Background: an optimization exercise with open tools, aiming at small area and a short achievable clock period. Do not read the settings as production practice. Only simulation tests tie the RTL to the original design; equivalence was not proved. Power and IR drop assume default switching activity.

$ cat run.sh
#!/bin/bash
# synth_recipe.tcl (not shown) runs the flow's synth.tcl, then flattens the netlist and writes it again
# the make line also repeats each setting of config.mk as NAME=value (left out here)
make -C /OpenROAD-flow-scripts/flow DESIGN_CONFIG=/design/flow/config.mk WORK_HOME=/design/flow/orfs CLKGATE_MAP_FILE= SYNTH_SCRIPT=/design/flow/synth_recipe.tcl finish
$ cat config.mk
export PLATFORM = sky130hd
export DESIGN_NAME = fir_gen
export DESIGN_NICKNAME = fir_gen
export VERILOG_FILES = /design/flow/design.v
export SDC_FILE = /design/flow/constraint.sdc
export NUM_CORES = 4
export LEC_CHECK = 0
export CAP_MARGIN = 20
export CORE_MARGIN = 2
export CORE_UTILIZATION = 60
export SETUP_SLACK_MARGIN = 2.7
export SLEW_MARGIN = 20
export SYNTH_HIERARCHICAL = 1
export SYNTH_MINIMUM_KEEP_SIZE = 0
$ cat constraint.sdc
create_clock -name core_clock -period 5.5 [get_ports {clk}]
set_input_delay 1.1000 -clock core_clock [delete_from_list [all_inputs] [get_ports {clk}]]
set_output_delay 1.1000 -clock core_clock [all_outputs]
set_load 0.01 [all_outputs]
$ cat design.v
module fir_gen (input clk, input reset, input Load_x,
    input signed [7:0] x_in, input signed [7:0] c_in, output signed [7:0] y_out);
reg [7:0] c0, c1, c2;
reg [3:0] xo, xt, xn;
reg [15:0] a2r0;
reg [15:0] a2r1;
reg [16:0] a1r0;
reg [16:0] a1r1;
reg [2:0] yq;
reg [7:0] yg;
reg [7:0] yp;
wire [8:0] xe = {x_in, 1'b0};
wire [3:0] bo, bt, bn;
genvar gi;
generate for (gi = 0; gi < 4; gi = gi + 1) begin : rec
  assign bo[gi] = xe[2*gi+1] ^ xe[2*gi];
  assign bt[gi] = (xe[2*gi+2] & ~xe[2*gi+1] & ~xe[2*gi]) | (~xe[2*gi+2] & xe[2*gi+1] & xe[2*gi]);
  assign bn[gi] = xe[2*gi+2];
end endgenerate
wire [3:0] xon = Load_x ? bo : xo;
wire [3:0] xtn = Load_x ? bt : xt;
wire [3:0] xnn = Load_x ? bn : xn;
wire p1;
wire p2;
wire p3;
wire p4;
wire p5;
wire p6;
wire p7;
wire p8;
wire p9;
wire p10;
wire p11;
wire p12;
wire p13;
wire p14;
wire p15;
wire p16;
wire p17;
wire p18;
wire p19;
wire p20;
wire p21;
wire p22;
wire p23;
wire p24;
wire p25;
wire p26;
wire p27;
wire p28;
wire p29;
wire p30;
wire p31;
wire p32;
wire p33;
wire p34;
wire p35;
wire p36;
wire s37;
wire c38;
wire s39;
wire c40;
wire s41;
wire c42;
wire s43;
wire c44;
wire s45;
wire c46;
wire s47;
wire c48;
wire s49;
wire c50;
wire s51;
wire c52;
wire s53;
wire c54;
wire s55;
wire c56;
wire s57;
wire c58;
wire s59;
wire c60;
wire s61;
wire c62;
wire s63;
wire c64;
wire s65;
wire c66;
wire s67;
wire c68;
wire s69;
wire c70;
wire s71;
wire c72;
wire s73;
wire c74;
wire s75;
wire c76;
wire s77;
wire c78;
wire s79;
wire c80;
wire p81;
wire p82;
wire p83;
wire p84;
wire p85;
wire p86;
wire p87;
wire p88;
wire p89;
wire p90;
wire p91;
wire p92;
wire p93;
wire p94;
wire p95;
wire p96;
wire p97;
wire p98;
wire p99;
wire p100;
wire p101;
wire p102;
wire p103;
wire p104;
wire p105;
wire p106;
wire p107;
wire p108;
wire p109;
wire p110;
wire p111;
wire p112;
wire p113;
wire p114;
wire p115;
wire p116;
wire s117;
wire c118;
wire s119;
wire c120;
wire s121;
wire c122;
wire s123;
wire c124;
wire s125;
wire c126;
wire s127;
wire c128;
wire s129;
wire c130;
wire s131;
wire c132;
wire s133;
wire c134;
wire s135;
wire c136;
wire s137;
wire c138;
wire s139;
wire c140;
wire s141;
wire c142;
wire s143;
wire c144;
wire s145;
wire c146;
wire s147;
wire c148;
wire s149;
wire c150;
wire s151;
wire c152;
wire s153;
wire c154;
wire s155;
wire c156;
wire s157;
wire c158;
wire s159;
wire c160;
wire s161;
wire c162;
wire s163;
wire c164;
wire s165;
wire c166;
wire s167;
wire c168;
wire s169;
wire c170;
wire s171;
wire c172;
wire s173;
wire c174;
wire s175;
wire c176;
wire s177;
wire c178;
wire s179;
wire c180;
wire s181;
wire c182;
wire s183;
wire c184;
wire s185;
wire c186;
wire s187;
wire c188;
wire s189;
wire c190;
wire s191;
wire c192;
wire s193;
wire c194;
wire s195;
wire c196;
wire s197;
wire c198;
wire p199;
wire p200;
wire p201;
wire p202;
wire p203;
wire p204;
wire p205;
wire p206;
wire p207;
wire p208;
wire p209;
wire p210;
wire p211;
wire p212;
wire p213;
wire p214;
wire p215;
wire p216;
wire p217;
wire p218;
wire p219;
wire p220;
wire p221;
wire p222;
wire p223;
wire p224;
wire p225;
wire p226;
wire p227;
wire p228;
wire p229;
wire p230;
wire p231;
wire p232;
wire p233;
wire p234;
wire s235;
wire c236;
wire s237;
wire c238;
wire s239;
wire c240;
wire s241;
wire c242;
wire s243;
wire c244;
wire s245;
wire c246;
wire s247;
wire c248;
wire s249;
wire c250;
wire s251;
wire c252;
wire s253;
wire c254;
wire s255;
wire c256;
wire s257;
wire c258;
wire s259;
wire c260;
wire s261;
wire c262;
wire s263;
wire c264;
wire s265;
wire c266;
wire s267;
wire c268;
wire s269;
wire c270;
wire s271;
wire c272;
wire s273;
wire c274;
wire s275;
wire c276;
wire s277;
wire c278;
wire s279;
wire c280;
wire s281;
wire c282;
wire s283;
wire c284;
wire s285;
wire c286;
wire s287;
wire c288;
wire s289;
wire c290;
wire s291;
wire c292;
wire s293;
wire c294;
wire s295;
wire c296;
wire s297;
wire c298;
wire s299;
wire c300;
wire s301;
wire c302;
wire s303;
wire c304;
wire s305;
wire c306;
wire s307;
wire c308;
wire s309;
wire c310;
wire s311;
wire c312;
wire s313;
wire c314;
wire s315;
wire c316;
wire s317;
wire c318;
wire s319;
wire c320;
wire s321;
wire c322;
wire s323;
wire c324;
wire s325;
wire c326;
wire s327;
wire c328;
wire s329;
wire c330;
wire s331;
wire c332;
wire s333;
wire c334;
wire s335;
wire c336;
wire s337;
wire c338;
wire g339;
wire o340;
wire g341;
wire g342;
wire o343;
wire g344;
wire g345;
wire o346;
wire g347;
wire g348;
wire o349;
wire g350;
wire g351;
wire o352;
wire g353;
wire g354;
wire o355;
wire g356;
wire g357;
wire o358;
wire g359;
wire g360;
wire o361;
wire g362;
wire g363;
wire o364;
wire g365;
wire g366;
wire o367;
wire g368;
wire g369;
wire o370;
wire g371;
wire g372;
wire o373;
wire g374;
wire g375;
wire o376;
wire g377;
wire s378;
wire c379;
wire s380;
wire c381;
wire s382;
wire c383;
wire s384;
wire c385;
wire s386;
wire c387;
wire s388;
wire c389;
wire s390;
wire c391;
wire n392;
wire g393;
wire o394;
wire g395;
wire g396;
wire o397;
wire g398;
wire g399;
wire o400;
wire g401;
wire g402;
wire o403;
wire g404;
wire g405;
wire o406;
wire g407;
wire g408;
wire o409;
wire g410;
wire g411;
wire o412;
wire g413;
wire g414;
wire o415;
wire g416;
wire g417;
wire o418;
wire g419;
wire g420;
wire o421;
wire g422;
wire g423;
wire o424;
wire g425;
wire g426;
wire o427;
wire g428;
wire x429;
wire x430;
wire x431;
wire x432;
wire x433;
wire x434;
wire x435;
wire n436;
wire o437;
wire x438;
wire o439;
wire x440;
wire o441;
wire x442;
wire o443;
wire x444;
wire o445;
wire x446;
wire o447;
wire x448;
wire o449;
wire x450;
wire g451;
wire o452;
wire g453;
wire g454;
wire o455;
wire g456;
wire o457;
wire g458;
wire g459;
wire o460;
wire g461;
wire g462;
wire o463;
wire g464;
wire g465;
wire o466;
wire g467;
wire g468;
wire o469;
wire g470;
wire g471;
wire o472;
wire g473;
wire g474;
wire o475;
wire g476;
wire g477;
wire o478;
wire g479;
wire g480;
wire o481;
wire g482;
wire x483;
wire g484;
wire o485;
wire x486;
wire g487;
wire o488;
wire x489;
wire g490;
wire o491;
wire x492;
wire g493;
wire o494;
wire x495;
wire g496;
wire o497;
wire x498;
wire g499;
wire o500;
wire x501;
wire g502;
wire o503;
wire x504;
assign p1 = (xo[0] & c2[0]) ^ xn[0];
assign p2 = ((xo[0] & c2[1]) | (xt[0] & c2[0])) ^ xn[0];
assign p3 = ((xo[0] & c2[2]) | (xt[0] & c2[1])) ^ xn[0];
assign p4 = ((xo[0] & c2[3]) | (xt[0] & c2[2])) ^ xn[0];
assign p5 = ((xo[0] & c2[4]) | (xt[0] & c2[3])) ^ xn[0];
assign p6 = ((xo[0] & c2[5]) | (xt[0] & c2[4])) ^ xn[0];
assign p7 = ((xo[0] & c2[6]) | (xt[0] & c2[5])) ^ xn[0];
assign p8 = ((xo[0] & c2[7]) | (xt[0] & c2[6])) ^ xn[0];
assign p9 = ~(((xo[0] & c2[7]) | (xt[0] & c2[7])) ^ xn[0]);
assign p10 = (xo[1] & c2[0]) ^ xn[1];
assign p11 = ((xo[1] & c2[1]) | (xt[1] & c2[0])) ^ xn[1];
assign p12 = ((xo[1] & c2[2]) | (xt[1] & c2[1])) ^ xn[1];
assign p13 = ((xo[1] & c2[3]) | (xt[1] & c2[2])) ^ xn[1];
assign p14 = ((xo[1] & c2[4]) | (xt[1] & c2[3])) ^ xn[1];
assign p15 = ((xo[1] & c2[5]) | (xt[1] & c2[4])) ^ xn[1];
assign p16 = ((xo[1] & c2[6]) | (xt[1] & c2[5])) ^ xn[1];
assign p17 = ((xo[1] & c2[7]) | (xt[1] & c2[6])) ^ xn[1];
assign p18 = ~(((xo[1] & c2[7]) | (xt[1] & c2[7])) ^ xn[1]);
assign p19 = (xo[2] & c2[0]) ^ xn[2];
assign p20 = ((xo[2] & c2[1]) | (xt[2] & c2[0])) ^ xn[2];
assign p21 = ((xo[2] & c2[2]) | (xt[2] & c2[1])) ^ xn[2];
assign p22 = ((xo[2] & c2[3]) | (xt[2] & c2[2])) ^ xn[2];
assign p23 = ((xo[2] & c2[4]) | (xt[2] & c2[3])) ^ xn[2];
assign p24 = ((xo[2] & c2[5]) | (xt[2] & c2[4])) ^ xn[2];
assign p25 = ((xo[2] & c2[6]) | (xt[2] & c2[5])) ^ xn[2];
assign p26 = ((xo[2] & c2[7]) | (xt[2] & c2[6])) ^ xn[2];
assign p27 = ~(((xo[2] & c2[7]) | (xt[2] & c2[7])) ^ xn[2]);
assign p28 = (xo[3] & c2[0]) ^ xn[3];
assign p29 = ((xo[3] & c2[1]) | (xt[3] & c2[0])) ^ xn[3];
assign p30 = ((xo[3] & c2[2]) | (xt[3] & c2[1])) ^ xn[3];
assign p31 = ((xo[3] & c2[3]) | (xt[3] & c2[2])) ^ xn[3];
assign p32 = ((xo[3] & c2[4]) | (xt[3] & c2[3])) ^ xn[3];
assign p33 = ((xo[3] & c2[5]) | (xt[3] & c2[4])) ^ xn[3];
assign p34 = ((xo[3] & c2[6]) | (xt[3] & c2[5])) ^ xn[3];
assign p35 = ((xo[3] & c2[7]) | (xt[3] & c2[6])) ^ xn[3];
assign p36 = ~(((xo[3] & c2[7]) | (xt[3] & c2[7])) ^ xn[3]);
fa_cell us37 (.a(xn[1]), .b(p3), .c(p10), .s(s37), .co(c38));
fa_cell us39 (.a(xn[2]), .b(p5), .c(p12), .s(s39), .co(c40));
fa_cell us41 (.a(p6), .b(p13), .c(p20), .s(s41), .co(c42));
fa_cell us43 (.a(xn[3]), .b(p7), .c(p14), .s(s43), .co(c44));
fa_cell us45 (.a(p8), .b(p15), .c(p22), .s(s45), .co(c46));
assign s47 = ~(p9 ^ p16);
assign c48 = p9 | p16;
fa_cell us49 (.a(p17), .b(p24), .c(p31), .s(s49), .co(c50));
fa_cell us51 (.a(p18), .b(p25), .c(p32), .s(s51), .co(c52));
fa_cell us53 (.a(p4), .b(p11), .c(c38), .s(s53), .co(c54));
fa_cell us55 (.a(p21), .b(p28), .c(c42), .s(s55), .co(c56));
fa_cell us57 (.a(p29), .b(c44), .c(s45), .s(s57), .co(c58));
fa_cell us59 (.a(p23), .b(p30), .c(s47), .s(s59), .co(c60));
fa_cell us61 (.a(p26), .b(p33), .c(c52), .s(s61), .co(c62));
fa_cell us63 (.a(xn[0]), .b(p1), .c(xnn[0]), .s(s63), .co(c64));
fa_cell us65 (.a(p19), .b(s39), .c(xnn[2]), .s(s65), .co(c66));
fa_cell us67 (.a(s43), .b(xnn[3]), .c(s55), .s(s67), .co(c68));
fa_cell us69 (.a(c46), .b(s59), .c(c58), .s(s69), .co(c70));
fa_cell us71 (.a(c48), .b(s49), .c(c60), .s(s71), .co(c72));
fa_cell us73 (.a(p27), .b(p34), .c(c62), .s(s73), .co(c74));
fa_cell us75 (.a(c40), .b(s41), .c(c66), .s(s75), .co(c76));
fa_cell us77 (.a(c56), .b(s57), .c(c68), .s(s77), .co(c78));
fa_cell us79 (.a(c50), .b(s51), .c(c72), .s(s79), .co(c80));
assign p81 = (xo[0] & c1[0]) ^ xn[0];
assign p82 = ((xo[0] & c1[1]) | (xt[0] & c1[0])) ^ xn[0];
assign p83 = ((xo[0] & c1[2]) | (xt[0] & c1[1])) ^ xn[0];
assign p84 = ((xo[0] & c1[3]) | (xt[0] & c1[2])) ^ xn[0];
assign p85 = ((xo[0] & c1[4]) | (xt[0] & c1[3])) ^ xn[0];
assign p86 = ((xo[0] & c1[5]) | (xt[0] & c1[4])) ^ xn[0];
assign p87 = ((xo[0] & c1[6]) | (xt[0] & c1[5])) ^ xn[0];
assign p88 = ((xo[0] & c1[7]) | (xt[0] & c1[6])) ^ xn[0];
assign p89 = ~(((xo[0] & c1[7]) | (xt[0] & c1[7])) ^ xn[0]);
assign p90 = (xo[1] & c1[0]) ^ xn[1];
assign p91 = ((xo[1] & c1[1]) | (xt[1] & c1[0])) ^ xn[1];
assign p92 = ((xo[1] & c1[2]) | (xt[1] & c1[1])) ^ xn[1];
assign p93 = ((xo[1] & c1[3]) | (xt[1] & c1[2])) ^ xn[1];
assign p94 = ((xo[1] & c1[4]) | (xt[1] & c1[3])) ^ xn[1];
assign p95 = ((xo[1] & c1[5]) | (xt[1] & c1[4])) ^ xn[1];
assign p96 = ((xo[1] & c1[6]) | (xt[1] & c1[5])) ^ xn[1];
assign p97 = ((xo[1] & c1[7]) | (xt[1] & c1[6])) ^ xn[1];
assign p98 = ~(((xo[1] & c1[7]) | (xt[1] & c1[7])) ^ xn[1]);
assign p99 = (xo[2] & c1[0]) ^ xn[2];
assign p100 = ((xo[2] & c1[1]) | (xt[2] & c1[0])) ^ xn[2];
assign p101 = ((xo[2] & c1[2]) | (xt[2] & c1[1])) ^ xn[2];
assign p102 = ((xo[2] & c1[3]) | (xt[2] & c1[2])) ^ xn[2];
assign p103 = ((xo[2] & c1[4]) | (xt[2] & c1[3])) ^ xn[2];
assign p104 = ((xo[2] & c1[5]) | (xt[2] & c1[4])) ^ xn[2];
assign p105 = ((xo[2] & c1[6]) | (xt[2] & c1[5])) ^ xn[2];
assign p106 = ((xo[2] & c1[7]) | (xt[2] & c1[6])) ^ xn[2];
assign p107 = ~(((xo[2] & c1[7]) | (xt[2] & c1[7])) ^ xn[2]);
assign p108 = (xo[3] & c1[0]) ^ xn[3];
assign p109 = ((xo[3] & c1[1]) | (xt[3] & c1[0])) ^ xn[3];
assign p110 = ((xo[3] & c1[2]) | (xt[3] & c1[1])) ^ xn[3];
assign p111 = ((xo[3] & c1[3]) | (xt[3] & c1[2])) ^ xn[3];
assign p112 = ((xo[3] & c1[4]) | (xt[3] & c1[3])) ^ xn[3];
assign p113 = ((xo[3] & c1[5]) | (xt[3] & c1[4])) ^ xn[3];
assign p114 = ((xo[3] & c1[6]) | (xt[3] & c1[5])) ^ xn[3];
assign p115 = ((xo[3] & c1[7]) | (xt[3] & c1[6])) ^ xn[3];
assign p116 = ~(((xo[3] & c1[7]) | (xt[3] & c1[7])) ^ xn[3]);
ha_cell us117 (.a(a2r0[6]), .b(a2r1[6]), .s(s117), .co(c118));
ha_cell us119 (.a(a2r0[2]), .b(a2r1[2]), .s(s119), .co(c120));
fa_cell us121 (.a(a2r0[4]), .b(a2r1[4]), .c(p85), .s(s121), .co(c122));
ha_cell us123 (.a(a2r0[5]), .b(p86), .s(s123), .co(c124));
fa_cell us125 (.a(s117), .b(p87), .c(p94), .s(s125), .co(c126));
ha_cell us127 (.a(p101), .b(p108), .s(s127), .co(c128));
fa_cell us129 (.a(a2r0[7]), .b(c118), .c(p88), .s(s129), .co(c130));
fa_cell us131 (.a(p95), .b(p102), .c(p109), .s(s131), .co(c132));
fa_cell us133 (.a(a2r0[8]), .b(a2r1[8]), .c(p89), .s(s133), .co(c134));
fa_cell us135 (.a(p96), .b(p103), .c(p110), .s(s135), .co(c136));
fa_cell us137 (.a(a2r0[9]), .b(a2r1[9]), .c(p97), .s(s137), .co(c138));
ha_cell us139 (.a(p104), .b(p111), .s(s139), .co(c140));
fa_cell us141 (.a(a2r0[10]), .b(p98), .c(p105), .s(s141), .co(c142));
ha_cell us143 (.a(a2r0[11]), .b(a2r1[11]), .s(s143), .co(c144));
ha_cell us145 (.a(s119), .b(p83), .s(s145), .co(c146));
fa_cell us147 (.a(a2r0[3]), .b(c120), .c(p84), .s(s147), .co(c148));
fa_cell us149 (.a(p92), .b(p99), .c(s121), .s(s149), .co(c150));
fa_cell us151 (.a(p93), .b(p100), .c(s123), .s(s151), .co(c152));
fa_cell us153 (.a(c124), .b(s127), .c(s125), .s(s153), .co(c154));
fa_cell us155 (.a(c128), .b(c126), .c(s129), .s(s155), .co(c156));
fa_cell us157 (.a(c130), .b(c132), .c(s133), .s(s157), .co(c158));
fa_cell us159 (.a(s139), .b(c134), .c(c136), .s(s159), .co(c160));
fa_cell us161 (.a(p112), .b(c140), .c(c138), .s(s161), .co(c162));
fa_cell us163 (.a(s143), .b(p106), .c(p113), .s(s163), .co(c164));
fa_cell us165 (.a(a2r0[12]), .b(c144), .c(p107), .s(s165), .co(c166));
ha_cell us167 (.a(a2r0[13]), .b(a2r1[13]), .s(s167), .co(c168));
ha_cell us169 (.a(a2r0[0]), .b(p81), .s(s169), .co(c170));
fa_cell us171 (.a(a2r0[1]), .b(a2r1[1]), .c(p82), .s(s171), .co(c172));
fa_cell us173 (.a(p90), .b(s145), .c(xnn[1]), .s(s173), .co(c174));
fa_cell us175 (.a(p91), .b(c146), .c(s147), .s(s175), .co(c176));
fa_cell us177 (.a(c148), .b(xnn[2]), .c(s149), .s(s177), .co(c178));
fa_cell us179 (.a(c122), .b(s151), .c(c150), .s(s179), .co(c180));
fa_cell us181 (.a(xnn[3]), .b(c152), .c(s153), .s(s181), .co(c182));
fa_cell us183 (.a(s131), .b(c154), .c(s155), .s(s183), .co(c184));
fa_cell us185 (.a(s135), .b(c156), .c(s157), .s(s185), .co(c186));
fa_cell us187 (.a(s137), .b(c158), .c(s159), .s(s187), .co(c188));
fa_cell us189 (.a(s141), .b(c160), .c(s161), .s(s189), .co(c190));
fa_cell us191 (.a(c142), .b(s163), .c(c162), .s(s191), .co(c192));
fa_cell us193 (.a(p114), .b(c164), .c(s165), .s(s193), .co(c194));
fa_cell us195 (.a(s167), .b(p115), .c(c166), .s(s195), .co(c196));
fa_cell us197 (.a(a2r0[14]), .b(c168), .c(p116), .s(s197), .co(c198));
assign p199 = (xo[0] & c0[0]) ^ xn[0];
assign p200 = ((xo[0] & c0[1]) | (xt[0] & c0[0])) ^ xn[0];
assign p201 = ((xo[0] & c0[2]) | (xt[0] & c0[1])) ^ xn[0];
assign p202 = ((xo[0] & c0[3]) | (xt[0] & c0[2])) ^ xn[0];
assign p203 = ((xo[0] & c0[4]) | (xt[0] & c0[3])) ^ xn[0];
assign p204 = ((xo[0] & c0[5]) | (xt[0] & c0[4])) ^ xn[0];
assign p205 = ((xo[0] & c0[6]) | (xt[0] & c0[5])) ^ xn[0];
assign p206 = ((xo[0] & c0[7]) | (xt[0] & c0[6])) ^ xn[0];
assign p207 = ~(((xo[0] & c0[7]) | (xt[0] & c0[7])) ^ xn[0]);
assign p208 = (xo[1] & c0[0]) ^ xn[1];
assign p209 = ((xo[1] & c0[1]) | (xt[1] & c0[0])) ^ xn[1];
assign p210 = ((xo[1] & c0[2]) | (xt[1] & c0[1])) ^ xn[1];
assign p211 = ((xo[1] & c0[3]) | (xt[1] & c0[2])) ^ xn[1];
assign p212 = ((xo[1] & c0[4]) | (xt[1] & c0[3])) ^ xn[1];
assign p213 = ((xo[1] & c0[5]) | (xt[1] & c0[4])) ^ xn[1];
assign p214 = ((xo[1] & c0[6]) | (xt[1] & c0[5])) ^ xn[1];
assign p215 = ((xo[1] & c0[7]) | (xt[1] & c0[6])) ^ xn[1];
assign p216 = ~(((xo[1] & c0[7]) | (xt[1] & c0[7])) ^ xn[1]);
assign p217 = (xo[2] & c0[0]) ^ xn[2];
assign p218 = ((xo[2] & c0[1]) | (xt[2] & c0[0])) ^ xn[2];
assign p219 = ((xo[2] & c0[2]) | (xt[2] & c0[1])) ^ xn[2];
assign p220 = ((xo[2] & c0[3]) | (xt[2] & c0[2])) ^ xn[2];
assign p221 = ((xo[2] & c0[4]) | (xt[2] & c0[3])) ^ xn[2];
assign p222 = ((xo[2] & c0[5]) | (xt[2] & c0[4])) ^ xn[2];
assign p223 = ((xo[2] & c0[6]) | (xt[2] & c0[5])) ^ xn[2];
assign p224 = ((xo[2] & c0[7]) | (xt[2] & c0[6])) ^ xn[2];
assign p225 = ~(((xo[2] & c0[7]) | (xt[2] & c0[7])) ^ xn[2]);
assign p226 = (xo[3] & c0[0]) ^ xn[3];
assign p227 = ((xo[3] & c0[1]) | (xt[3] & c0[0])) ^ xn[3];
assign p228 = ((xo[3] & c0[2]) | (xt[3] & c0[1])) ^ xn[3];
assign p229 = ((xo[3] & c0[3]) | (xt[3] & c0[2])) ^ xn[3];
assign p230 = ((xo[3] & c0[4]) | (xt[3] & c0[3])) ^ xn[3];
assign p231 = ((xo[3] & c0[5]) | (xt[3] & c0[4])) ^ xn[3];
assign p232 = ((xo[3] & c0[6]) | (xt[3] & c0[5])) ^ xn[3];
assign p233 = ((xo[3] & c0[7]) | (xt[3] & c0[6])) ^ xn[3];
assign p234 = ~(((xo[3] & c0[7]) | (xt[3] & c0[7])) ^ xn[3]);
ha_cell us235 (.a(a1r0[4]), .b(a1r1[4]), .s(s235), .co(c236));
fa_cell us237 (.a(a1r0[5]), .b(a1r1[5]), .c(p204), .s(s237), .co(c238));
fa_cell us239 (.a(a1r0[6]), .b(a1r1[6]), .c(p205), .s(s239), .co(c240));
ha_cell us241 (.a(p212), .b(p219), .s(s241), .co(c242));
fa_cell us243 (.a(a1r0[7]), .b(a1r1[7]), .c(p206), .s(s243), .co(c244));
fa_cell us245 (.a(p213), .b(p220), .c(p227), .s(s245), .co(c246));
fa_cell us247 (.a(a1r0[8]), .b(a1r1[8]), .c(p207), .s(s247), .co(c248));
fa_cell us249 (.a(p214), .b(p221), .c(p228), .s(s249), .co(c250));
fa_cell us251 (.a(a1r0[9]), .b(a1r1[9]), .c(p215), .s(s251), .co(c252));
ha_cell us253 (.a(p222), .b(p229), .s(s253), .co(c254));
fa_cell us255 (.a(a1r0[10]), .b(a1r1[10]), .c(p216), .s(s255), .co(c256));
ha_cell us257 (.a(p223), .b(p230), .s(s257), .co(c258));
fa_cell us259 (.a(a1r0[11]), .b(a1r1[11]), .c(p224), .s(s259), .co(c260));
ha_cell us261 (.a(a1r0[12]), .b(a1r1[12]), .s(s261), .co(c262));
ha_cell us263 (.a(a1r0[2]), .b(a1r1[2]), .s(s263), .co(c264));
fa_cell us265 (.a(a1r0[3]), .b(a1r1[3]), .c(p202), .s(s265), .co(c266));
fa_cell us267 (.a(s235), .b(p203), .c(p210), .s(s267), .co(c268));
fa_cell us269 (.a(c236), .b(p211), .c(p218), .s(s269), .co(c270));
fa_cell us271 (.a(p226), .b(s241), .c(c238), .s(s271), .co(c272));
fa_cell us273 (.a(c242), .b(c240), .c(s243), .s(s273), .co(c274));
fa_cell us275 (.a(c244), .b(c246), .c(s247), .s(s275), .co(c276));
fa_cell us277 (.a(s253), .b(c248), .c(c250), .s(s277), .co(c278));
fa_cell us279 (.a(c254), .b(s257), .c(c252), .s(s279), .co(c280));
fa_cell us281 (.a(p231), .b(c258), .c(c256), .s(s281), .co(c282));
fa_cell us283 (.a(s261), .b(p225), .c(p232), .s(s283), .co(c284));
fa_cell us285 (.a(a1r0[13]), .b(a1r1[13]), .c(c262), .s(s285), .co(c286));
ha_cell us287 (.a(a1r0[14]), .b(a1r1[14]), .s(s287), .co(c288));
ha_cell us289 (.a(a1r0[0]), .b(a1r1[0]), .s(s289), .co(c290));
fa_cell us291 (.a(a1r0[1]), .b(a1r1[1]), .c(p200), .s(s291), .co(c292));
fa_cell us293 (.a(s263), .b(p201), .c(p208), .s(s293), .co(c294));
fa_cell us295 (.a(c264), .b(p209), .c(s265), .s(s295), .co(c296));
fa_cell us297 (.a(p217), .b(c266), .c(s267), .s(s297), .co(c298));
fa_cell us299 (.a(c268), .b(s237), .c(s269), .s(s299), .co(c300));
fa_cell us301 (.a(c270), .b(s239), .c(s271), .s(s301), .co(c302));
fa_cell us303 (.a(s245), .b(c272), .c(s273), .s(s303), .co(c304));
fa_cell us305 (.a(s249), .b(c274), .c(s275), .s(s305), .co(c306));
fa_cell us307 (.a(s251), .b(c276), .c(s277), .s(s307), .co(c308));
fa_cell us309 (.a(s255), .b(c278), .c(s279), .s(s309), .co(c310));
fa_cell us311 (.a(s259), .b(c280), .c(s281), .s(s311), .co(c312));
fa_cell us313 (.a(c260), .b(s283), .c(c282), .s(s313), .co(c314));
fa_cell us315 (.a(p233), .b(s285), .c(c284), .s(s315), .co(c316));
fa_cell us317 (.a(s287), .b(p234), .c(c286), .s(s317), .co(c318));
ha_cell us319 (.a(a1r0[15]), .b(c288), .s(s319), .co(c320));
ha_cell us321 (.a(p199), .b(s289), .s(s321), .co(c322));
ha_cell us323 (.a(c290), .b(s291), .s(s323), .co(c324));
ha_cell us325 (.a(c292), .b(s293), .s(s325), .co(c326));
ha_cell us327 (.a(c294), .b(s295), .s(s327), .co(c328));
ha_cell us329 (.a(c296), .b(s297), .s(s329), .co(c330));
ha_cell us331 (.a(c298), .b(s299), .s(s331), .co(c332));
ha_cell us333 (.a(c300), .b(s301), .s(s333), .co(c334));
ha_cell us335 (.a(c302), .b(s303), .s(s335), .co(c336));
ha_cell us337 (.a(c304), .b(s305), .s(s337), .co(c338));
assign g339 = s323 & c322;
assign o340 = c324 | g339;
assign g341 = s323 & s321;
assign g342 = s327 & c326;
assign o343 = c328 | g342;
assign g344 = s327 & s325;
assign g345 = s331 & c330;
assign o346 = c332 | g345;
assign g347 = s331 & s329;
assign g348 = s335 & c334;
assign o349 = c336 | g348;
assign g350 = s335 & s333;
assign g351 = s325 & o340;
assign o352 = c326 | g351;
assign g353 = s325 & g341;
assign g354 = g344 & o340;
assign o355 = o343 | g354;
assign g356 = g344 & g341;
assign g357 = s333 & o346;
assign o358 = c334 | g357;
assign g359 = s333 & g347;
assign g360 = g350 & o346;
assign o361 = o349 | g360;
assign g362 = g350 & g347;
assign g363 = s329 & o355;
assign o364 = c330 | g363;
assign g365 = s329 & g356;
assign g366 = g347 & o355;
assign o367 = o346 | g366;
assign g368 = g347 & g356;
assign g369 = g359 & o355;
assign o370 = o358 | g369;
assign g371 = g359 & g356;
assign g372 = g362 & o355;
assign o373 = o361 | g372;
assign g374 = g362 & g356;
assign g375 = s337 & o373;
assign o376 = c338 | g375;
assign g377 = s337 & g374;
ha_cell us378 (.a(c306), .b(s307), .s(s378), .co(c379));
ha_cell us380 (.a(c308), .b(s309), .s(s380), .co(c381));
ha_cell us382 (.a(c310), .b(s311), .s(s382), .co(c383));
ha_cell us384 (.a(c312), .b(s313), .s(s384), .co(c385));
ha_cell us386 (.a(c314), .b(s315), .s(s386), .co(c387));
ha_cell us388 (.a(c316), .b(s317), .s(s388), .co(c389));
ha_cell us390 (.a(c318), .b(s319), .s(s390), .co(c391));
assign n392 = ~c320;
assign g393 = s380 & c379;
assign o394 = c381 | g393;
assign g395 = s380 & s378;
assign g396 = s384 & c383;
assign o397 = c385 | g396;
assign g398 = s384 & s382;
assign g399 = s388 & c387;
assign o400 = c389 | g399;
assign g401 = s388 & s386;
assign g402 = n392 & c391;
assign o403 = c320 | g402;
assign g404 = n392 & s390;
assign g405 = s382 & o394;
assign o406 = c383 | g405;
assign g407 = s382 & g395;
assign g408 = g398 & o394;
assign o409 = o397 | g408;
assign g410 = g398 & g395;
assign g411 = s390 & o400;
assign o412 = c391 | g411;
assign g413 = s390 & g401;
assign g414 = g404 & o400;
assign o415 = o403 | g414;
assign g416 = g404 & g401;
assign g417 = s386 & o409;
assign o418 = c387 | g417;
assign g419 = s386 & g410;
assign g420 = g401 & o409;
assign o421 = o400 | g420;
assign g422 = g401 & g410;
assign g423 = g413 & o409;
assign o424 = o412 | g423;
assign g425 = g413 & g410;
assign g426 = g416 & o409;
assign o427 = o415 | g426;
assign g428 = g416 & g410;
assign x429 = s380 ^ c379;
assign x430 = s382 ^ o394;
assign x431 = s384 ^ o406;
assign x432 = s386 ^ o409;
assign x433 = s388 ^ o418;
assign x434 = s390 ^ o421;
assign x435 = n392 ^ o424;
assign n436 = ~s378;
assign o437 = c379 | s378;
assign x438 = s380 ^ o437;
assign o439 = o394 | g395;
assign x440 = s382 ^ o439;
assign o441 = o406 | g407;
assign x442 = s384 ^ o441;
assign o443 = o409 | g410;
assign x444 = s386 ^ o443;
assign o445 = o418 | g419;
assign x446 = s388 ^ o445;
assign o447 = o421 | g422;
assign x448 = s390 ^ o447;
assign o449 = o424 | g425;
assign x450 = n392 ^ o449;
assign g451 = s337 & c336;
assign o452 = c338 | g451;
assign g453 = s337 & s335;
assign g454 = yq[2] & yq[0];
assign o455 = yq[1] | g454;
assign g456 = yp[1] & yg[0];
assign o457 = yg[1] | g456;
assign g458 = yp[1] & yp[0];
assign g459 = yp[3] & yg[2];
assign o460 = yg[3] | g459;
assign g461 = yp[3] & yp[2];
assign g462 = yp[5] & yg[4];
assign o463 = yg[5] | g462;
assign g464 = yp[5] & yp[4];
assign g465 = yp[2] & o457;
assign o466 = yg[2] | g465;
assign g467 = yp[2] & g458;
assign g468 = g461 & o457;
assign o469 = o460 | g468;
assign g470 = g461 & g458;
assign g471 = yp[6] & o463;
assign o472 = yg[6] | g471;
assign g473 = yp[6] & g464;
assign g474 = yp[4] & o469;
assign o475 = yg[4] | g474;
assign g476 = yp[4] & g470;
assign g477 = g464 & o469;
assign o478 = o463 | g477;
assign g479 = g464 & g470;
assign g480 = g473 & o469;
assign o481 = o472 | g480;
assign g482 = g473 & g470;
assign x483 = yp[0] ^ o455;
assign g484 = yp[0] & o455;
assign o485 = yg[0] | g484;
assign x486 = yp[1] ^ o485;
assign g487 = g458 & o455;
assign o488 = o457 | g487;
assign x489 = yp[2] ^ o488;
assign g490 = g467 & o455;
assign o491 = o466 | g490;
assign x492 = yp[3] ^ o491;
assign g493 = g470 & o455;
assign o494 = o469 | g493;
assign x495 = yp[4] ^ o494;
assign g496 = g476 & o455;
assign o497 = o475 | g496;
assign x498 = yp[5] ^ o497;
assign g499 = g479 & o455;
assign o500 = o478 | g499;
assign x501 = yp[6] ^ o500;
assign g502 = g482 & o455;
assign o503 = o481 | g502;
assign x504 = yp[7] ^ o503;
always @(posedge clk or posedge reset)
  if (reset) begin
    xo <= 4'd0; xt <= 4'd0; xn <= 4'd0; c0 <= 8'd0; c1 <= 8'd0; c2 <= 8'd0;
    a2r0 <= 16'd22016; a2r1 <= 16'd0; a1r0 <= 17'd43776; a1r1 <= 17'd0; yq <= 3'd0; yg <= 8'd0; yp <= 8'd0;
  end else begin
    xo <= xon; xt <= xtn; xn <= xnn;
    if (!Load_x) begin c2 <= c_in; c1 <= c2; c0 <= c1; end
    a2r0 <= {1'b0,p36,p35,s73,c80,s79,s71,c78,s77,c76,s75,c54,s53,s37,p2,s63};
    a2r1 <= {1'b0,1'b0,c74,1'b0,s61,1'b0,c70,s69,1'b0,s67,1'b0,s65,1'b0,xnn[1],c64,1'b0};
    a1r0 <= {1'b0,c198,c196,c194,c192,c190,c188,c186,c184,c182,c180,c178,c176,c174,c172,c170,xnn[0]};
    a1r1 <= {1'b0,1'b0,s197,s195,s193,s191,s189,s187,s185,s183,s181,s179,s177,s175,s173,s171,s169};
    yq <= {g453,o452,o370};
    yg <= {1'b0,c391,c389,c387,c385,c383,c381,c379};
    yp <= {n392,s390,s388,s386,s384,s382,s380,s378};
  end
assign y_out = {x504,x501,x498,x495,x492,x489,x486,x483};
endmodule
module fa_cell (input a, input b, input c, output s, output co);
assign {co, s} = a + b + c;
endmodule
module ha_cell (input a, input b, output s, output co);
assign {co, s} = a + b;
endmodule
==> reports/qor.txt, run 1 <==
outcome: timing/DRC/antenna clean
Worst setup EP type: flop
Avg Vias per Cell: 5.94
final WL: 17.1 mm
die height: 117 um
initial antenna violation count: 0
post-synth top area cell: dfrtp_1
Synth top area share: 31.9%
Vias: 4821
CP Class: flop to flop
final setup vio count: 0
Final #Nets: 777
RSZ-0062 raised after global routing: true
fmax: 0.341 GHz
Hold WC Path Type: flop to flop
met2 Use GR: 42.7%
Worst-Skew Late Latency: 0.35 ns
slowest CP cell: fa_2
final hold vios: 0
Slew @ Worst Pin: 0.864 ns
# diodes: 0
# rows: 41
post-synth cell types: 33
Core ar.: 12500 um^2
Startpoint Class: flop
CTS tree: done
pwr/cell area: 615 nW/um^2
met3 Use GR: 3.68%
WP data required: 5.75 ns
busiest grt layer: met2
relative slew slack: 42.4%
Sink Count: 106
num ports: 27
Synthesized Nets: 764
commonest cells after routing, fill and taps aside: xnor2_1 (98), dfrtp_1 (84), fa_1 (70)
register area: 2700 um^2
post-route setup TNS: 0 ns
Main synth FF type: dfrtp_1
CP max stage delay: 0.54 ns
WL/cell: 21.1 um
clk_skew: 0.00622 ns
Leakage: 3.54 nW
area of the multi-input gates: 4880 um^2
Syn. warnings: 7
Final HPWL DP: 11.0 mm
mapped cell area: 7610 um^2
First-pass DRT Iterations: 5
routability cong.: 0.855
Final Cycle Share: 53.3%
H-tree depth: 3
Post-synth EDFFs: 0
Syn Area/Cell: 12.2 um^2
MaxCap Viol Count: 0
drt initial violations: 303
Buf+Inv Stages, Crit Path: 1
post-route DRC violation count: 0
GR Layer Usage met1: 37.5%
Area Overhead vs Synth: 15.2%
Synth Register Bits: 106
register area share after synthesis: 35.0%
max-slew violation count: 0
die area: 13600 um^2
clock buffer depth: 2
first-pass GRT wire length: 26.9 mm
Initial Util: 60.8%
commonest non-fill, non-tap cell in the layout: xnor2_1
min Tclk post-route: 2.93 ns
IO Port Bufs: 26
vias in the first global route: 4967
total grt overflow: 0
GRT Total Usage: 26.5%
Die Wd: 117 um
Post-Synthesis Cells: 622
largest net degree at the start of global routing: 70
ys async rst share: 100%
Largest delay share family, worst path: adder cells
CTS clk-pin slew, worst paths: 0.07 ns
fill count: 954
worst IR drop on VDD: 0.235 mV
critical path arrival: 3.18 ns
post-route ant nets: 0
# hold bufs at CTS: 0
Root Driver: clkbuf_16
synth top area cells: dfrtp_1 (32%), fa_1 (23%), xnor2_1 (12%)
post-layout power: 0.00540 W
share of layout cells above drive strength 1: 27.3%
CP Max Fanout: 5
crit-path cells: buf_6 -> a22oi_2 -> xnor2_2 -> fa_2 -> fa_2 -> fa_1 -> ha_2 -> and2_1
CP dominant cell by count: fa_2
TritonCTS Buffers: 9
[synthesized netlist by cell type (all sizes together), types with 11 or more instances]
master  count
xnor2     104
dfrtp      97
fa         87
a22oi      84
clkbuf     44
ha         36
mux2       29
buf        26
nand2      19
a21oi      16
nor2       15
o21ai      14
xor2       11
[through the flow]
stage	setup WS, ns	cells	cell area [um^2]	hold slack [ns]	util [%]
CTS	2.52	796	8510	0.488	68.0
finish	2.57	812	8770	0.487	70.1
floorplan	2.65	622	7710	0.456	-
detailed placement	2.11	762	7890	0.472	63.0
global route	2.49	812	8770	0.516	70.1
global placement	2.17	762	7890	0.465	63.0
[per-module statistics from Yosys, one instance, submodules excluded]
module	flip-flops and latches	area (um^2)
fa_cell	0	20.0
ha_cell	0	12.5
fir_gen	106	5440
[state kept, by name (all words and copies together) (netlist names)]
signal  flops
c2          8
yq          3
a2r0       15
a1r0       15
yg          7
xo          4
xn          4
c0          8
a1r1       15
a2r1        7
c1          8
xt          4
yp          8
[repair_timing]
item,4_1_cts,5_1_grt
gates resized for setup,67,47
pin swaps,16,19
cloned,0,0
setup buffers,18,16
setup endpoints to repair,47,25
[layer usage]
metal	routed length (um)	vias up	share of wire, %
met5	0	-	0
met4	286	0	1.7
met3	935	21	5.5
met2	8450	126	49
met1	7420	2546	43
li1	-	2128	-
[power by group]
group	switching, W	total (W)	leakage, nW	internal (W)
Combinational	0.00159	0.00324	2.16	0.00164
Clock	0.000286	0.000698	0.154	0.000412
Sequential	0.000286	0.00146	1.23	0.00117
Total	0.00217	0.00540	3.54	0.00323
[cell type report]
class                   count  share of cell area (%)
clock buffers              13                    2.85
flip-flops and latches    106                    30.8
multi-input cells         438                    55.6
well taps                 172                    2.45
inverters                   8                   0.385
clock inverters             3                   0.742
repair buffers             72                    7.18
[kinds of logic (layout without fill, tap and decap cells)]
group,Yosys count,count (layout),share of synthesized area (%)
fa+ha+maj,123,123,28.8
buf+inv,78,96,4.49
compound gates,125,125,11.6
flops,106,106,35.0
mux,29,29,4.29
simple gates,46,46,2.60
xor+xnor,115,115,13.2
[path summary, 6_finish.rpt]
path                            cells after the start    start        to  slack, ns
worst max-delay path                                8    xo[0]     yq[2]       2.57
worst min-delay path                                1  a2r0[0]   a1r1[0]       0.49
worst max register to register                      8    xo[0]     yq[2]       2.57
worst min register to register                      1  a2r0[0]   a1r1[0]       0.49
max in group asynchronous                           3    reset     xn[3]       3.45
min in group asynchronous                           3    reset  a2r1[13]       1.23
[worst register-to-register path, delay by kind of cell, from the launching register on]
kind	cells	cell delay (ns)
AOI/OAI and AO/OA	1	0.22
xor gates and xnor gates	1	0.09
adders and majority gates	4	1.72
buffers and inverters	1	0.15
DFF	1	0.52
and+or+nand+nor	1	0.13
==> inputs of run 2 (changes only) <==
--- a/config.mk
+++ b/config.mk
@@ -8,7 +8,7 @@
 export CAP_MARGIN = 20
 export CORE_MARGIN = 2
 export CORE_UTILIZATION = 60
-export SETUP_SLACK_MARGIN = 2.7
+export SETUP_SLACK_MARGIN = 2.6
 export SLEW_MARGIN = 20
 export SYNTH_HIERARCHICAL = 1
 export SYNTH_MINIMUM_KEEP_SIZE = 0
==> run 2 against run 1 <==
Sequential share of layout area increased by 0.72 points. Power down 2.8%. Clock skew rose by 0.0043 ns. Critical path depth shrank 3. Global-route usage fell by 0.22 points. Clock power decreased by 3.7%. Routed wire length is 2.6% lower. Register-to-register slack is essentially flat. Hold slack gained 0.0064 ns. Critical endpoint is now y_out[5].
==> reports/qor.txt, run 2 <==
Avg Vias per Cell: 6.02
Core ar.: 12500 um^2
ys async rst share: 100%
CP max stage delay: 0.55 ns
share of layout cells above drive strength 1: 20.7%
Die Wd: 117 um
first-pass GRT wire length: 26.6 mm
total grt overflow: 0
Slew @ Worst Pin: 0.645 ns
Worst setup EP type: output port
post-synth cell types: 33
area of the multi-input gates: 4720 um^2
Syn Area/Cell: 12.2 um^2
CTS clk-pin slew, worst paths: 0.07 ns
num ports: 27
# rows: 41
commonest non-fill, non-tap cell in the layout: xnor2_1
top cells by count, synth: xnor2_1 (104), dfrtp_1 (97), fa_1 (87)
Regs by FF count: a1r0 x15, a1r1 x15, a2r0 x15
MaxCap Viol Count: 0
relative slew slack: 57.0%
drt initial violations: 308
Leakage: 3.50 nW
Syn. warnings: 7
Synthesized Nets: 764
Startpoint Class: flop
First-pass DRT Iterations: 5
CP Max Fanout: 5
wire length on met3: 768 um
slowest CP cell: clkdlybuf4s50_1
Root Driver: clkbuf_16
final hold vios: 0
post-route ant nets: 0
vias in the first global route: 5049
TritonCTS Buffers: 9
IO Port Bufs: 26
routability cong.: 0.849
Hold WS: 0.493 ns
Final Cycle Share: 55.9%
pwr/cell area: 614 nW/um^2
Area Overhead vs Synth: 12.4%
Final #Nets: 774
Vias: 4870
met1 WL: 7.43 mm
Main synth FF type: dfrtp_1
final setup vio count: 0
WL/cell: 20.6 um
CP Class: flop to output port
critical path arrival: 1.98 ns
fill count: 972
GRT Total Usage: 26.3%
Buf+Inv Stages, Crit Path: 1
post-route DRC violation count: 0
# diodes: 0
Initial Util: 60.8%
Routed met2 length: 8.15 mm
outcome: timing/DRC/antenna clean
crit-path cells: a21o_1 -> o2bb2ai_4 -> nor3_2 -> xnor2_1 -> clkdlybuf4s50_1
Synth Register Bits: 106
most frequent cell after synthesis: xnor2_1
die area: 13600 um^2
WP data required: 4.40 ns
register area: 2700 um^2
mapped cell area: 7610 um^2
CTS tree: done
clock buffer depth: 2
Sink Count: 106
post-route setup TNS: 0 ns
worst IR drop on VDD: 0.236 mV
H-tree depth: 3
die height: 117 um
initial antenna violation count: 0
Worst-Skew Late Latency: 0.35 ns
clk_skew: 0.0105 ns
fmax: 0.325 GHz
Synth top area share: 31.9%
synth top area cells: dfrtp_1 (32%), fa_1 (23%), xnor2_1 (12%)
Largest delay share family, worst path: buffers and inverters
RSZ-0062 raised after global routing: true
largest net degree at the start of global routing: 52
Post-Synthesis Cells: 622
Post-synth EDFFs: 0
min Tclk post-route: 3.08 ns
Final HPWL DP: 11.0 mm
Hold WC Path Type: flop to flop
max-slew violation count: 0
commonest cells after routing, fill and taps aside: xnor2_1 (104), dfrtp_1 (86), fa_1 (85)
register area share after synthesis: 35.0%
top layer in use: met4
final WL: 16.6 mm
post-synth top area cell: dfrtp_1
## run 2: cell counts after synthesis
No cell type changed its count.
## run 2: Yosys stat by module, one instance, submodules excluded
module   times used  flip-flops and latches  area [um^2]
ha_cell          34                       0         12.5
fir_gen           1                     106         5440
fa_cell          87                       0         20.0
## run 2: power by group
group	leakage, nW	internal (W)	total (W)	switching (W)
logic	2.12	0.00159	0.00312	0.00154
registers	1.23	0.00117	0.00145	0.000278
clock network	0.153	0.000390	0.000672	0.000282
total	3.50	0.00315	0.00525	0.00210
## run 2: area by class of cell
cell class / count / share of cell area [%]
Timing Repair Buffer: 69 / 6.83
Clock inverter: 2 / 0.410
Inverter: 8 / 0.395
Clock buffer: 14 / 3.20
Multi-Input combinational cell: 438 / 55.1
Sequential cell: 106 / 31.5
Tap cell: 172 / 2.52
## run 2: cell families (layout without fill, tap and decap cells)
kind of cell	Yosys count	count (layout)	synth area share [%]
compound gates	125	125	11.6
xor+xnor	115	115	13.2
fa+ha+maj	123	123	28.8
buf+inv	78	93	4.49
flops	106	106	35.0
mux	29	29	4.29
simple gates	46	46	2.60
## run 2: metrics by stage
stage	instance area (um^2)	setup WS, ns	util [%]	instances	power [W]
6_report	8550	2.42	68.3	809	0.00525
3_3_place_gp	7860	2.26	62.8	761	0.00437
4_1_cts	8270	2.37	66.1	786	0.00523
3_5_place_dp	7860	2.20	62.8	761	0.00452
2_1_floorplan	7620	2.61	-	622	0.00372
5_1_grt	8550	2.37	68.3	809	0.00586
## run 2: path summary, 6_finish.rpt
| kind | from | to | slack, ns | cells past startpoint |
|---|---|---|---|---|
| worst min-delay path | a2r0[0] | a1r1[0] | 0.49 | 1 |
| worst min register to register | a2r0[0] | a1r1[0] | 0.49 | 1 |
| worst max register to register | xo[0] | yq[2] | 2.57 | 8 |
| worst max-delay path | yp[3] | y_out[5] | 2.42 | 5 |
| max in group asynchronous | reset | yp[1] | 3.58 | 3 |
| min in group asynchronous | reset | a2r1[11] | 1.01 | 2 |
## run 2: timing repair
item	in CTS	in global routing
setup endpoints to repair	40	12
setup buffers	9	23
pin swaps	3	8
gates cloned	0	0
hold buffers	0	0
resized for setup	27	32
## run 2: per-layer routing
layer,vias up,track usage [%]
met5,-,0
met4,0,8.86
met3,19,3.48
met2,134,42.5
met1,2593,37.1
li1,2124,-
## run 2: worst reg2reg max path, stage by stage, from the launching register on
cell     delay, ns
dfrtp_4       0.50
buf_12        0.15
o21ai_2       0.15
xnor2_1       0.17
fa_1          0.48
fa_1          0.52
fa_1          0.41
ha_1          0.29
and2_1        0.16
==> inputs of run 3 (changes only) <==
--- a/config.mk
+++ b/config.mk
@@ -7,8 +7,8 @@
 export LEC_CHECK = 0
 export CAP_MARGIN = 20
 export CORE_MARGIN = 2
-export CORE_UTILIZATION = 60
-export SETUP_SLACK_MARGIN = 2.6
+export CORE_UTILIZATION = 40
+export SETUP_SLACK_MARGIN = 2.7
 export SLEW_MARGIN = 20
 export SYNTH_HIERARCHICAL = 1
 export SYNTH_MINIMUM_KEEP_SIZE = 0
==> run 3 against run 2 <==
Still clean. Power rose by 5.5%. Sequential cell count did not move. Combinational power rose by about 10%. Final cell count rose by 6.9%. Routed wire length rose by 2.2%. Global-route usage fell by 8.3 points. Sequential power barely moved. Non-clock buffer count fell by 6. Die area rose by 48%. Hold slack barely moved. Largest power group unchanged.
==> reports/qor.txt, run 3 <==
filler-free cell count of the finished design: 865
worst IR drop on VDD: 0.271 mV
commonest cells after routing, fill and taps aside: xnor2_1 (98), dfrtp_1 (85), a22oi_1 (75)
Area Overhead vs Synth: 15.0%
Int Power: 0.00329 W
share of layout cells above drive strength 1: 25.5%
MaxCap Viol Count: 0
first-pass GRT wire length: 27.7 mm
Synth top area share: 31.9%
Final #Nets: 768
most frequent cell after synthesis: xnor2_1
Routed met2 length: 8.88 mm
CTS clk-pin slew, worst paths: 0.07 ns
reg2reg path depth: 7
Hold WS: 0.494 ns
initial antenna violation count: 0
Post-Synthesis Cells: 622
top layer in use: met4
num ports: 27
CP Class: flop to output port
H-tree depth: 3
mapped cell area: 7610 um^2
placed cells: 821
Syn Area/Cell: 12.2 um^2
Main synth FF type: dfrtp_1
P_sw: 0.00224 W
Crit. Startpoint: yp[3]
Core ar.: 18700 um^2
fmax: 0.338 GHz
Hold Path Origin: a2r0[0]
final hold vios: 0
post-route DRC violation count: 0
register area share after synthesis: 35.0%
total grt overflow: 0
TritonCTS Buffers: 9
wire length on met3: 671 um
First-pass DRT Iterations: 5
relative slew slack: 62.0%
Syn. warnings: 7
# rows: 50
synth top area cells: dfrtp_1 (32%), fa_1 (23%), xnor2_1 (12%)
routability cong.: 0.855
Clk network pwr share: 11.6%
pwr/cell area: 632 nW/um^2
Leakage: 3.49 nW
cell count of the worst hold path: 1
WL/cell: 19.7 um
Regs by FF count: a1r0 x15, a1r1 x15, a2r0 x15
Vias: 4769
max-slew violation count: 0
Hold WC Path Type: flop to flop
Reg2Reg Launch Point: xo[0]
post-route setup TNS: 0 ns
ys async rst share: 100%
post-route ant nets: 0
Worst setup EP type: output port
vias in the first global route: 5209
Slew @ Worst Pin: 0.570 ns
Die Wd: 142 um
commonest non-fill, non-tap cell in the layout: xnor2_1
largest net degree at the start of global routing: 47
outcome: timing/DRC/antenna clean
Synthesized Nets: 764
min Tclk post-route: 2.96 ns
CTS tree: done
CP Max Fanout: 5
final WL: 17.0 mm
sequential power share: 26.3%
clock buffer depth: 2
post-synth cell types: 33
top cells by count, synth: xnor2_1 (104), dfrtp_1 (97), fa_1 (87)
post-layout power: 0.00553 W
Logic pwr share: 62.1%
# diodes: 0
Startpoint Class: flop
drt initial violations: 280
GRT Total Usage: 17.9%
die height: 142 um
Worst-Skew Late Latency: 0.35 ns
critical path arrival: 1.86 ns
Synth Register Bits: 106
Sink Count: 106
die area: 20100 um^2
IO Port Bufs: 26
met1 WL: 7.10 mm
Avg Vias per Cell: 5.51
clk_skew: 0.0117 ns
WP data required: 4.40 ns
Initial Util: 40.7%
r2r setup slk: 2.55 ns
Final Cycle Share: 53.8%
post-synth top area cell: dfrtp_1
final setup vio count: 0
RSZ-0062 raised after global routing: true
Post-synth EDFFs: 0
Sw Ratio: 40.5%
Final HPWL DP: 11.3 mm
Root Driver: clkbuf_16
-- run 3: cell families after synthesis --
group,after synthesis,share of synthesized area (%)
XOR/XNOR,115,13.2
buffers and inverters,78,4.49
AND/OR/NAND/NOR,46,2.60
adder cells (fa/ha/maj),123,28.8
AO/OA/AOI/OAI,125,11.6
flip-flops,106,35.0
multiplexers,29,4.29
-- run 3: layout make-up --
cell class	count	area (um^2)
Fill cell	1644	9950
Multi-Input combinational cell	438	4880
Sequential cell	106	2700
Timing Repair Buffer	63	553
Tap cell	234	293
Clock buffer	10	229
Clock inverter	6	67.6
Inverter	8	33.8
-- run 3: power groups by stage --
stage / Combinational [W] / Clock, W / Sequential [W]
2_1_floorplan: 0.00244 / 0 / 0.00130
3_3_place_gp: 0.00296 / 0 / 0.00146
3_5_place_dp: 0.00311 / 0 / 0.00147
4_1_cts: 0.00343 / 0.000663 / 0.00145
5_1_grt: 0.00400 / 0.000701 / 0.00149
6_report: 0.00344 / 0.000644 / 0.00145
-- run 3: final timing paths --
check / to
min in group asynchronous: a2r0[11]
setup / recovery: y_out[7]
hold / removal: a1r0[1]
max in group asynchronous: yp[1]
hold reg to reg: a1r0[1]
setup reg to reg: yq[2]
-- run 3: timing repair --
action,4_1_cts,5_1_grt
setup buffers,24,4
endpoints found under the setup margin,47,20
pin swaps,20,18
gates resized for setup,83,31
hold buffers,0,0
hold endpoints to repair,0,0
-- run 3: through the flow --
step	worst slack (ns)	utilization [%]	cell area (um^2)
after floorplan	2.65	-	7710
after global placement	2.18	42.5	7940
after detailed placement	2.03	42.5	7940
after CTS	2.49	46.0	8600
after global routing	2.47	46.8	8750
final	2.54	46.8	8750
-- run 3: per-module statistics from Yosys, one instance, submodules excluded --
module   area (um^2)  flops+latches
fir_gen         5440            106
fa_cell         20.0              0
ha_cell         12.5              0
-- run 3: routing by layer --
metal	vias to the layer above	global-route usage (%)
met3	28	2.96
met1	2509	22.7
met5	-	0
li1	2114	-
met2	118	31.4
met4	0	5.79
-- run 3: critical path: stages, from the launching register on --
cell       delay, ns
dfrtp_1         0.42
a21o_1          0.23
o2bb2ai_4       0.15
or4_4           0.44
o311ai_4        0.10
buf_2           0.18
==> inputs of run 4 (changes only) <==
==> flow/run.sh (new file) <==
#!/bin/bash
# Own layout flow: the standard flow (standard.sh), with two changes after synthesis:
#  - the input and output port buffers are buf_1 cells (buffer_ports -buffer_cell)
#  - clock tree synthesis without dummy loads
# Each step's full output goes to its own log file in this folder.
set -euo pipefail
bash standard.sh synth > synth.log 2>&1
export BUFFER_PORTS_ARGS="-buffer_cell sky130_fd_sc_hd__buf_1"
export CTS_ARGS="-sink_clustering_enable -repair_clock_nets -dont_use_dummy_load"
bash standard.sh floorplan > floorplan.log 2>&1
bash standard.sh place > place.log 2>&1
bash standard.sh cts > cts.log 2>&1
bash standard.sh route > route.log 2>&1
bash standard.sh finish > finish.log 2>&1
test -f out/final.def
==> standard.sh (new file) <==
#!/bin/bash
# synth_recipe.tcl (not shown) runs the flow's synth.tcl, then flattens the netlist and writes it again
# the make line also repeats each setting of config.mk as NAME=value (left out here)
make -C /OpenROAD-flow-scripts/flow DESIGN_CONFIG=/design/flow/config.mk WORK_HOME=/design/flow/orfs CLKGATE_MAP_FILE= SYNTH_SCRIPT=/design/flow/synth_recipe.tcl "${@:-finish}"
removed: run.sh
==> run 4 against run 3 <==
Combinational power shrank 7.8%. Register-to-register slack better by 0.06 ns. Highest routed layer unchanged. Still clean. Largest cell class unchanged. Via count shrank 1.1%. Global-route usage shrank 1.0 points. Sequential cell count did not move. Clock skew barely moved. Area after synthesis did not move. Largest power group unchanged.
==> reports/qor.txt, run 4 <==
num ports: 27
WL/cell: 18.7 um
worst IR drop on VDD: 0.190 mV
Worst setup EP type: output port
Synth top area share: 31.9%
Synth Register Bits: 106
synth top area cells: dfrtp_1 (32%), fa_1 (23%), xnor2_1 (12%)
Hold WC Path Type: flop to flop
IO Port Bufs: 26
Vias: 4718
Final WS setup: 2.56 ns
total grt overflow: 0
top cells by count, synth: xnor2_1 (104), dfrtp_1 (97), fa_1 (87)
GRT Total Usage: 16.9%
mapped cell area: 7610 um^2
max-slew violation count: 0
R2R Path End: yq[2]
Post-synth EDFFs: 0
Area Overhead vs Synth: 13.3%
clk_skew: 0.0112 ns
cell count of the worst hold path: 1
largest net degree at the start of global routing: 61
fmax: 0.341 GHz
Hold EP: a1r1[0]
Logic pwr share: 61.4%
initial antenna violation count: 0
# diodes: 0
Final HPWL DP: 11.0 mm
routability cong.: 0.842
P_sw: 0.00209 W
final setup vio count: 0
fill count: 1625
drt initial violations: 263
clock buffer depth: 2
post-layout power: 0.00516 W
die area: 20100 um^2
Root Driver: clkbuf_16
Slew @ Worst Pin: 0.771 ns
Avg Vias per Cell: 5.46
Int Power: 0.00307 W
Startpoint Class: flop
Final Cycle Share: 53.4%
Worst-Skew Late Latency: 0.35 ns
post-synth top area cell: dfrtp_1
Reg2Reg Launch Point: xo[0]
MaxCap Viol Count: 0
filler-free cell count of the finished design: 864
Clk network pwr share: 10.5%
Sw Ratio: 40.5%
slowest CP cell: or4_4
commonest cells after routing, fill and taps aside: xnor2_1 (96), dfrtp_1 (84), fa_1 (74)
register area share after synthesis: 35.0%
Leakage: 3.44 nW
Initial Util: 40.7%
CTS clk-pin slew, worst paths: 0.06 ns
Die Wd: 142 um
pwr/cell area: 599 nW/um^2
sequential power share: 28.0%
first-pass GRT wire length: 26.3 mm
Final #Nets: 774
r2r setup slk: 2.61 ns
post-synth cell types: 33
Regs by FF count: a1r0 x15, a1r1 x15, a2r0 x15
Syn Area/Cell: 12.2 um^2
final hold vios: 0
Syn. warnings: 7
die height: 142 um
CP Max Fanout: 5
# rows: 50
RSZ-0062 raised after global routing: true
reg2reg path depth: 7
critical path arrival: 1.84 ns
Hold Path Origin: a2r0[0]
final WL: 16.2 mm
share of layout cells above drive strength 1: 27.0%
First-pass DRT Iterations: 4
CP Class: flop to output port
most frequent cell after synthesis: xnor2_1
crit-path cells: a21oi_4 -> nor3_4 -> or4_4 -> o311ai_4 -> buf_2
Main synth FF type: dfrtp_1
ys async rst share: 100%
post-route DRC violation count: 0
TritonCTS Buffers: 9
CTS tree: done
relative slew slack: 48.6%
vias in the first global route: 5190
Place WS: 2.15 ns
WP data required: 4.40 ns
CP max stage delay: 0.53 ns
post-route ant nets: 0
placed cells: 824
Post-Synthesis Cells: 622
post-route setup TNS: 0 ns
min Tclk post-route: 2.94 ns
commonest non-fill, non-tap cell in the layout: xnor2_1
Sink Count: 106
Synthesized Nets: 764
outcome: timing/DRC/antenna clean
H-tree depth: 3
Core ar.: 18700 um^2
-- run 4: cell counts after synthesis --
No cell type changed its count.
-- run 4: power by group through the flow --
stage / clock network (W) / logic [W] / registers (W)
after floorplan: 0 / 0.00244 / 0.00130
after global routing: 0.000588 / 0.00374 / 0.00148
after global placement: 0 / 0.00282 / 0.00146
after CTS: 0.000563 / 0.00314 / 0.00145
final: 0.000543 / 0.00317 / 0.00145
after detailed placement: 0 / 0.00297 / 0.00147
-- run 4: worst max path at each step --
stage	start	endpoint
finish	yq[2]	y_out[7]
global route	yp[7]	y_out[7]
CTS	yq[0]	y_out[7]
detailed placement	xo[0]	yq[1]
global placement	xo[0]	yq[2]
floorplan	xt[0]	yq[2]
-- run 4: worst max-delay path: cells and delay by family (launching register included) --
family | cells | cell delay, ns
simple gates | 2 | 0.61
flops | 1 | 0.40
compound gates | 2 | 0.30
buf+inv | 1 | 0.17
-- run 4: logic make-up after synthesis --
family / synth area share (%)
adder cells (fa/ha/maj): 28.8
AND/OR/NAND/NOR: 2.60
multiplexers: 4.29
AO/OA/AOI/OAI: 11.6
XOR/XNOR: 13.2
buffers and inverters: 4.49
flip-flops: 35.0
-- run 4: area by class of cell --
cell class	count	area [um^2]	area share [%]
tap	234	293	3.40
sequential	106	2700	31.3
timing repair buffer	69	469	5.44
clock buffer	9	225	2.61
multi-input combinational	438	4900	56.8
inverter	8	37.5	0.436
-- run 4: timing repair --
item / 4_1_cts / 5_1_grt
endpoints found under the hold margin: 0 / 0
setup endpoints to repair: 42 / 25
gates resized for setup: 50 / 47
pin swaps: 14 / 27
hold buffers: 0 / 0
buffers inserted: 22 / 9
-- run 4: modules after synthesis, one instance, submodules excluded --
module	flops+latches	cell area (um^2)
fir_gen	106	5440
fa_cell	0	20.0
ha_cell	0	12.5
-- run 4: stage by stage --
stage | utilization, % | area (um^2) | hold slack [ns]
after floorplan | - | 7710 | 0.456
final | 46.1 | 8620 | 0.494
after CTS | 44.7 | 8360 | 0.498
after global routing | 46.1 | 8620 | 0.519
after global placement | 41.7 | 7810 | 0.476
after detailed placement | 41.7 | 7810 | 0.476
-- run 4: metal layers --
| layer | wire [um] | GRT usage [%] | up-vias | part of all wire [%] |
|---|---|---|---|---|
| li1 | - | - | 2118 | - |
| met4 | 343 | 6.63 | 0 | 2.1 |
| met3 | 721 | 2.46 | 28 | 4.5 |
| met1 | 6830 | 21.4 | 2473 | 42 |
| met2 | 8280 | 29.4 | 99 | 51 |
| met5 | 0 | 0 | - | 0 |
==> inputs of run 5 (changes only) <==
--- a/config.mk
+++ b/config.mk
@@ -8,7 +8,7 @@
 export CAP_MARGIN = 20
 export CORE_MARGIN = 2
 export CORE_UTILIZATION = 40
-export SETUP_SLACK_MARGIN = 2.7
+export SETUP_SLACK_MARGIN = 2.9
 export SLEW_MARGIN = 20
 export SYNTH_HIERARCHICAL = 1
 export SYNTH_MINIMUM_KEEP_SIZE = 0
==> run 5 against run 4 <==
Still clean. Sequential cell count unchanged. Core utilization rose by 2.3 points. Setup slack worse by 0.0050 ns. Non-clock buffer count grew 14. Critical endpoint unchanged. Largest cell class unchanged.
==> reports/qor.txt, run 5 <==
outcome: timing/DRC/antenna clean
mapped cell area: 7610 um^2
Leakage: 3.56 nW
first-pass GRT wire length: 27.0 mm
critical path arrival: 1.84 ns
total grt overflow: 0
drt initial violations: 213
Final Cycle Share: 53.5%
H-tree depth: 3
num ports: 27
clock buffer depth: 2
Main synth FF type: dfrtp_1
post-route DRC violation count: 0
Synth Register Bits: 106
MaxCap Viol Count: 0
min Tclk post-route: 2.94 ns
vias in the first global route: 5186
Syn Area/Cell: 12.2 um^2
die height: 142 um
synth top area cells: dfrtp_1 (32%), fa_1 (23%), xnor2_1 (12%)
Synth top area share: 31.9%
fill count: 1582
Area Overhead vs Synth: 19.0%
GRT Total Usage: 17.4%
reg2reg path depth: 7
post-synth cell types: 33
ys async rst share: 100%
cell count of the worst hold path: 1
max-slew violation count: 0
TritonCTS Buffers: 9
largest net degree at the start of global routing: 55
register area share after synthesis: 35.0%
Startpoint Class: flop
die area: 20100 um^2
CP Class: flop to output port
placed cells: 824
CTS clk-pin slew, worst paths: 0.07 ns
Worst setup EP type: output port
# rows: 50
relative slew slack: 55.4%
Final HPWL DP: 11.1 mm
Hold WS: 0.516 ns
pwr/cell area: 625 nW/um^2
top cells by count, synth: xnor2_1 (104), dfrtp_1 (97), fa_1 (87)
final WL: 16.8 mm
filler-free cell count of the finished design: 878
worst IR drop on VDD: 0.215 mV
Syn. warnings: 7
Avg Vias per Cell: 5.41
final hold vios: 0
CTS tree: done
post-route setup TNS: 0 ns
routability cong.: 0.813
Post-synth EDFFs: 0
most frequent cell after synthesis: xnor2_1
Initial Util: 40.7%
post-synth top area cell: dfrtp_1
Die Wd: 142 um
Hold WC Path Type: flop to flop
commonest non-fill, non-tap cell in the layout: xnor2_1
Vias: 4751
commonest cells after routing, fill and taps aside: xnor2_1 (90), dfrtp_1 (80), a22oi_1 (60)
IO Port Bufs: 26
RSZ-0062 raised after global routing: true
Slew @ Worst Pin: 0.670 ns
WP data required: 4.40 ns
Synthesized Nets: 764
Post-Synthesis Cells: 622
register area: 2700 um^2
fmax: 0.340 GHz
initial antenna violation count: 0
CP Max Fanout: 5
area of the multi-input gates: 5130 um^2
First-pass DRT Iterations: 4
Worst-Skew Late Latency: 0.35 ns
Sink Count: 106
# diodes: 0
post-route ant nets: 0
final setup vio count: 0
post-layout power: 0.00566 W
WL/cell: 19.1 um
clk_skew: 0.00702 ns
share of layout cells above drive strength 1: 36.0%
Root Driver: clkbuf_16
Regs by FF count: a1r0 x15, a1r1 x15, a2r0 x15
Final #Nets: 788
Core ar.: 18700 um^2
final core utilization: 48.4%
==> run 5: worst paths after layout <==
check / from / to / slack, ns
hold reg to reg: a2r0[0] / a1r0[1] / 0.52
hold / removal: a2r0[0] / a1r0[1] / 0.52
max in group asynchronous: reset / xt[0] / 4.02
setup reg to reg: xo[0] / yq[1] / 2.61
setup / recovery: yp[3] / y_out[7] / 2.56
min in group asynchronous: reset / a2r1[13] / 0.96
==> run 5: through the flow <==
stage,setup slack [ns],area [um^2]
after CTS,2.54,8710
after global placement,2.20,7830
after detailed placement,2.15,7830
after global routing,2.49,9060
after floorplan,2.65,7750
final,2.56,9060
==> run 5: report_power, final <==
part           leakage [nW]  internal [W]  switching, W  total (W)
logic                  2.22       0.00191       0.00175    0.00366
registers              1.23       0.00117      0.000278    0.00145
clock network         0.111      0.000289      0.000259   0.000548
total                  3.56       0.00337       0.00229    0.00566
==> run 5: modules after synthesis (local to each module, per instance) <==
| module | flops+latches | area [um^2] | copies in the design |
|---|---|---|---|
| ha_cell | 0 | 12.5 | 34 |
| fa_cell | 0 | 20.0 | 87 |
| fir_gen | 106 | 5440 | 1 |
==> run 5: layout make-up <==
type                       instances  area share [%]
clock buffer                       9            2.49
inverter                           8           0.414
timing repair buffer              83            7.43
tap                              234            3.23
multi-input combinational        438            56.6
sequential                       106            29.8
==> run 5: cell families (layout without fill, tap and decap cells) <==
kind of cell | Yosys count | in the layout | synth area share [%]
AO/OA/AOI/OAI | 125 | 125 | 11.6
XOR/XNOR | 115 | 115 | 13.2
adder cells (fa/ha/maj) | 123 | 123 | 28.8
buffers and inverters | 78 | 100 | 4.49
flip-flops | 106 | 106 | 35.0
multiplexers | 29 | 29 | 4.29
AND/OR/NAND/NOR | 46 | 46 | 2.60
==> run 5: layer usage <==
metal,vias to the layer above,global-route usage [%],share of wire [%]
li1,2147,-,-
met1,2464,22.9,43
met2,115,29.0,51
met3,25,3.40,3.8
met4,0,6.05,1.8
met5,-,0,0
==> run 5: what timing repair did <==
item                                    CTS  global route
hold buffers                              0             0
endpoints found under the setup margin   53            37
setup buffers                            31            14
gates resized for setup                 114            48
pin swaps                                41            28
==> run 5: worst max-delay path, cell delays in order, from the launching register on <==
cell	delay, ns
dfrtp_1	0.43
a21o_1	0.22
o2bb2ai_4	0.15
or4_1	0.41
o311ai_1	0.10
buf_2	0.18

## re-timing with driven ports
In the flow no input, the clock included, has a driving cell. The finished layouts below were timed again as built, in two steps.
Step 1, drivers: a clkbuf_16 drives clk and a buf_2 each remaining input, both assumed.
Step 2 times the ports against the registers' clock, not the clock port: input delays grow and output delays shrink by t, the midpoint of the rising clock arrivals with the driver on.
a / b / c = ideal / step 1 / step 2; a / b = the first two.
run | t (ns) | slack for setup (ns)
run 1 | 0.395 | 2.566 / 2.526 / 2.477
run 2 | 0.393 | 2.425 / 2.382 / 2.480
run 3 | 0.392 | 2.541 / 2.497 / 2.517
run 4 | 0.389 | 2.564 / 2.523 / 2.425
run 5 | 0.389 | 2.559 / 2.515 / 2.613
After both steps setup and hold are still met in every run listed.
